This design comes from an exercise in tuning for small area on the open sky130 flow, not from production work.

==> flow/design.v <==
module sobel_processor #(
    parameter IMG_WIDTH = 64,
    parameter IMG_HEIGHT = 480,
    parameter PIXEL_WIDTH = 8,
    parameter USE_BILATERAL = 1
)(
    input  wire clk,
    input  wire rst_n,
    input  wire href,
    input  wire vsync,
    input  wire [15:0] pixel_in,
    input  wire sobel_enable,
    input  wire [7:0] edge_threshold,
    input  wire [1:0] threshold_mode,
    output wire pixel_valid,
    output wire [15:0] pixel_out,
    output wire binary_pixel,
    output wire binary_valid,
    output wire strong_edge,
    output wire weak_edge
);
    wire [7:0] red   = {pixel_in[15:11], pixel_in[15:13]};
    wire [7:0] green = {pixel_in[10:5],  pixel_in[10:9]};
    wire [7:0] blue  = {pixel_in[4:0],   pixel_in[4:2]};
    wire [17:0] wsum = red * 77 + green * 151 + blue * 28;
    wire [7:0] gray  = wsum[15:8];
    localparam N = 199;
    reg [8*N-1:0] dl;
    always @(posedge clk) begin
        if (href)
            dl <= {dl[8*N-9:0], gray};
    end
    wire [7:0] d [0:N-1];
    genvar gj;
    generate
        for (gj = 0; gj < N; gj = gj + 1) begin : g_taps
            assign d[gj] = dl[8*gj+7 -: 8];
        end
    endgenerate
    reg [5:0] cl;
    reg [2:0] rc;
    reg       a1;
    always @(posedge clk or negedge rst_n) begin
        if (!rst_n) begin
            cl <= 6'd63;
            rc <= 3'd7;
            a1 <= 1'b0;
        end else begin
            a1 <= href;
            if (href) begin
                cl <= cl + 1'b1;
                if (cl == 6'd63 && rc != 3'd3)
                    rc <= rc + 1'b1;
            end
        end
    end
    wire va = a1 && (rc == 3'd3) && (cl >= 6'd2);
    wire c2 = (cl == 6'd2);
    wire c3 = (cl == 6'd3);
    wire c4 = (cl == 6'd4);
    wire c5 = (cl == 6'd5);
    wire lo = (cl < 6'd4);
    wire [7:0] p8 = d[0];
    wire [7:0] p7 = d[1];
    wire [7:0] p6 = d[2];
    wire [7:0] p5 = d[130];
    wire [7:0] p3 = c2 ? d[68]  : c3 ? d[131] : d[132];
    wire [7:0] p2 = c2 ? d[132] : c3 ? d[195] : d[196];
    wire [7:0] p1 = lo ? d[133] : c4 ? d[196] : d[197];
    wire [7:0] p0 = c2 ? d[133] : lo ? d[134] : c4 ? d[134] : c5 ? d[197] : d[198];
    wire signed [10:0] e0 = {3'b0, p0};
    wire signed [10:0] e1 = {2'b0, p1, 1'b0};
    wire signed [10:0] e2 = {3'b0, p2};
    wire signed [10:0] e3 = {2'b0, p3, 1'b0};
    wire signed [10:0] e5 = {2'b0, p5, 1'b0};
    wire signed [10:0] e6 = {3'b0, p6};
    wire signed [10:0] e7 = {2'b0, p7, 1'b0};
    wire signed [10:0] e8 = {3'b0, p8};
    wire signed [10:0] gxc = e2 + e5 + e8 - e0 - e3 - e6;
    wire signed [10:0] gyc = e6 + e7 + e8 - e0 - e1 - e2;
    reg signed [10:0] gxa, gya;
    always @(posedge clk) begin
        gxa <= gxc;
        gya <= gyc;
    end
    wire [10:0] gx_abs = gxa[10] ? -gxa : gxa;
    wire [10:0] gy_abs = gya[10] ? -gya : gya;
    wire [11:0] msum   = {1'b0, gx_abs} + {1'b0, gy_abs};
    wire [7:0]  mag    = (msum[11:1] > 11'd255) ? 8'd255 : msum[8:1];
    wire signed [12:0] gxa2 = {gxa[10], gxa, 1'b0};
    wire signed [12:0] gya2 = {gya[10], gya, 1'b0};
    wire signed [12:0] ux = gxa2 - gxc;
    wire signed [12:0] uy = gya2 - gyc;
    wire [11:0] bxe = {gxc[10], gxc};
    wire [11:0] bye = {gyc[10], gyc};
    wire [13:0] mxe = {ux[12], ux};
    wire [13:0] mye = {uy[12], uy};
    reg  [24:0] cacc;
    reg  [2:0]  bg;
    reg  [13:0] bpp;
    reg         bneg;
    integer bi;
    always @(*) begin
        cacc = 25'd0 - 25'd2;
        for (bi = 0; bi < 6; bi = bi + 1) begin
            bg = {bxe[2*bi+1], bxe[2*bi], (bi == 0) ? 1'b0 : bxe[2*bi-1]};
            case (bg)
                3'b001, 3'b010: bpp = mxe;
                3'b011:         bpp = {mxe[12:0], 1'b0};
                3'b100:         bpp = ~{mxe[12:0], 1'b0};
                3'b101, 3'b110: bpp = ~mxe;
                default:        bpp = 14'd0;
            endcase
            bneg = bg[2] & ~(bg[1] & bg[0]);
            cacc = cacc + ({11'd0, ~bpp[13], bpp[12:0]} << (2*bi)) - (25'd1 << (13+2*bi))
                        + ({24'd0, bneg} << (2*bi));
            bg = {bye[2*bi+1], bye[2*bi], (bi == 0) ? 1'b0 : bye[2*bi-1]};
            case (bg)
                3'b001, 3'b010: bpp = mye;
                3'b011:         bpp = {mye[12:0], 1'b0};
                3'b100:         bpp = ~{mye[12:0], 1'b0};
                3'b101, 3'b110: bpp = ~mye;
                default:        bpp = 14'd0;
            endcase
            bneg = bg[2] & ~(bg[1] & bg[0]);
            cacc = cacc + ({11'd0, ~bpp[13], bpp[12:0]} << (2*bi)) - (25'd1 << (13+2*bi))
                        + ({24'd0, bneg} << (2*bi));
        end
    end
    wire cons = ~cacc[24];
    reg vb, v3, v4, v5, v6, ev, evd;
    always @(posedge clk or negedge rst_n) begin
        if (!rst_n) begin
            vb <= 1'b0; v3 <= 1'b0; v4 <= 1'b0; v5 <= 1'b0; v6 <= 1'b0;
            ev <= 1'b0; evd <= 1'b0;
        end else begin
            vb <= va; v3 <= vb; v4 <= v3; v5 <= v4; v6 <= v5;
            ev <= v6; evd <= ev;
        end
    end
    reg [7:0] m3, m4, m5, m6, emd;
    reg f4, f5, f6, f7, f8;
    always @(posedge clk) begin
        m3 <= mag;
        m4 <= m3; m5 <= m4; m6 <= m5;
        f4 <= cons && (m3 > 8'd65);
        f5 <= f4; f6 <= f5; f7 <= f6; f8 <= f7;
    end
    reg [7:0] em;
    always @(posedge clk or negedge rst_n) begin
        if (!rst_n)
            em <= 8'd0;
        else
            em <= v6 ? m6 : 8'd0;
    end
    always @(posedge clk)
        emd <= em;
    wire [7:0] fm = f8 ? emd : 8'd0;
    reg [15:0] msum_acc;
    reg [7:0]  pcount;
    reg [7:0]  local_mean;
    always @(posedge clk or negedge rst_n) begin
        if (!rst_n) begin
            msum_acc   <= 16'd0;
            pcount     <= 8'd0;
            local_mean <= 8'd100;
        end else if (evd) begin
            if (pcount == 8'd255) begin
                msum_acc   <= fm;
                pcount     <= 8'd1;
                local_mean <= msum_acc[15:8];
            end else begin
                msum_acc <= msum_acc + fm;
                pcount   <= pcount + 1'b1;
            end
        end
    end
    wire [7:0] adaptive_threshold = local_mean + 8'd20;
    wire is_strong = (fm >= 8'd95);
    wire is_weak   = (fm >= 8'd55) && (fm < 8'd95);
    reg  bres;
    always @(*) begin
        case (threshold_mode)
            2'b01:   bres = (fm > adaptive_threshold);
            2'b10:   bres = (fm >= 8'd55);
            default: bres = (fm > edge_threshold);
        endcase
    end
    reg bp_raw, bv_raw, se_r, we_r;
    always @(posedge clk or negedge rst_n) begin
        if (!rst_n) begin
            bp_raw <= 1'b0; bv_raw <= 1'b0; se_r <= 1'b0; we_r <= 1'b0;
        end else begin
            bv_raw <= evd;
            if (evd) begin
                bp_raw <= bres;
                se_r   <= is_strong;
                we_r   <= is_weak;
            end
        end
    end
    assign strong_edge = se_r;
    assign weak_edge   = we_r;
    reg [2:0] row_cur;
    reg prev_prev_out, nr_out, nr_valid;
    wire keep = row_cur[1] && (row_cur[0] | row_cur[2] | nr_out | prev_prev_out);
    always @(posedge clk or negedge rst_n) begin
        if (!rst_n) begin
            row_cur <= 3'b0; prev_prev_out <= 1'b0; nr_out <= 1'b0; nr_valid <= 1'b0;
        end else if (bv_raw) begin
            row_cur       <= {row_cur[1:0], bp_raw};
            prev_prev_out <= nr_out;
            nr_out        <= keep;
            nr_valid      <= 1'b1;
        end
    end
    assign binary_pixel = nr_out;
    assign binary_valid = nr_valid;
    assign pixel_valid = sobel_enable ? ev : href;
    assign pixel_out   = sobel_enable ? {em[7:3], em[7:2], em[7:3]} : pixel_in;
endmodule
clock: 13.0 ns
lec_check: 0
cap_margin: 20
core_margin: 2
core_utilization: 60
cts_buf_list: sky130_fd_sc_hd__clkbuf_8
cts_cluster_size: 30
place_density: 0.75
slew_margin: 20
run.sh (not shown) runs the stock make flow with config.mk's settings and CLKGATE_MAP_FILE= SYNTH_SCRIPT=/design/flow/synth_recipe.tcl, a recipe that flattens the netlist after the stock synthesis.
Then changed:
Settings changed: CORE_UTILIZATION 60 to 40, CTS_BUF_LIST sky130_fd_sc_hd__clkbuf_8 to sky130_fd_sc_hd__clkbuf_4, CTS_CLUSTER_SIZE 30 to default, PLACE_DENSITY 0.75 to 0.6.
Effect: Die area goes up by well over a third. Worst hold slack gains 0.032 ns. Count of clock-buffer cells in the layout increases by 334.
Function was not checked in any run of this note: the RTL went through the layout flow alone.

---

sobel_processor, a different RTL version from the one above (not shown whole).
Size in the first run: about 1,700 flip-flops, ~52 I/O pins, ~67,000 um^2 of cells after synthesis.
==> flow/config.mk <==
export PLATFORM = sky130hd
export DESIGN_NAME = sobel_processor
export DESIGN_NICKNAME = sobel_processor
export VERILOG_FILES = /design/flow/design.v
export SDC_FILE = /design/flow/constraint.sdc
export NUM_CORES = 4
export LEC_CHECK = 0
export CAP_MARGIN = 20
export CORE_MARGIN = 2
export CORE_UTILIZATION = 60
export CTS_BUF_LIST = sky130_fd_sc_hd__clkbuf_16
export CTS_CLUSTER_DIAMETER = 100
export CTS_CLUSTER_SIZE = 30
export GPL_TIMING_DRIVEN = 0
export PLACE_DENSITY = 0.75
export SLEW_MARGIN = 20
==> flow/constraint.sdc <==
create_clock -name core_clock -period 13.0 [get_ports {clk}]
set_input_delay 2.6000 -clock core_clock [delete_from_list [all_inputs] [get_ports {clk}]]
set_output_delay 2.6000 -clock core_clock [all_outputs]
set_load 0.01 [all_outputs]
==> next run, changes <==
--- a/flow/config.mk
+++ b/flow/config.mk
@@ -13,3 +13,2 @@
 export CTS_CLUSTER_SIZE = 30
-export GPL_TIMING_DRIVEN = 0
 export PLACE_DENSITY = 0.75
What happened:
- The changed run finished with timing, DRC and antenna clean
- setup slack is better by 0.20 ns
- final cell count went down by 0.52%
- maximum frequency goes up by 1.6%
- flip-flop and latch count is unchanged
- utilization decreases by 1.6 points
- final area drops by 2.4%
- die area does not change
- critical path depth came out lower by 5
==> next run, changes <==
--- a/flow/config.mk
+++ b/flow/config.mk
@@ -10,5 +10,5 @@
 export CORE_UTILIZATION = 60
-export CTS_BUF_LIST = sky130_fd_sc_hd__clkbuf_16
-export CTS_CLUSTER_DIAMETER = 100
-export CTS_CLUSTER_SIZE = 30
+export CTS_BUF_LIST = sky130_fd_sc_hd__clkbuf_8 sky130_fd_sc_hd__clkbuf_16
+export CTS_CLUSTER_DIAMETER = 90
+export CTS_CLUSTER_SIZE = 18
 export PLACE_DENSITY = 0.75
- final area rose by about 1.2%
- routed wire length rose by about 4%
- worst setup slack got worse by 0.037 ns
- clock-buffer cell count rose by 36
- via count rose by 1.2%
- maximum frequency hardly moves
- area after synthesis stays the same
- critical path depth does not change
No functional check of the RTL was part of any run of this note.

[re-timing with driven ports]
Ports are ideal in the flow. The routed layouts listed here were re-timed in OpenROAD. Step 1 sets driving cells, clkbuf_16 on the clock port and buf_2 on the other inputs (assumed; they add their load-dependent delay and slew). Step 2 times the ports against the registers' clock, not the clock port: input delays grow and output delays shrink by t, the midpoint of the rising clock arrivals with the driver on. Slacks: no drivers / after step 1 / after step 2; pairs: no drivers / after step 1.
run | t, ns | setup slack, ns | worst hold slack (ns) | slew at the worst register clock pin (ns)
the first run of note 1 | 0.950 | 0.555 / 0.555 / 0.555 | 0.284 / 0.284 / 0.284 | 0.09 / 0.09
the second run of note 1 | 1.296 | 0.780 / 0.780 / 0.780 | 0.316 / 0.316 / 0.316 | 0.08 / 0.08
the first run of note 2 | 0.738 | 0.351 / 0.351 / 0.351 | 0.306 / 0.306 / 0.306 | 0.12 / 0.12
the second run of note 2 | 0.732 | 0.551 / 0.551 / 0.551 | 0.295 / 0.295 / 0.295 | 0.12 / 0.12
the third run of note 2 | 0.754 | 0.515 / 0.515 / 0.515 | 0.320 / 0.320 / 0.320 | 0.09 / 0.09
After both steps every run listed still meets setup and hold.
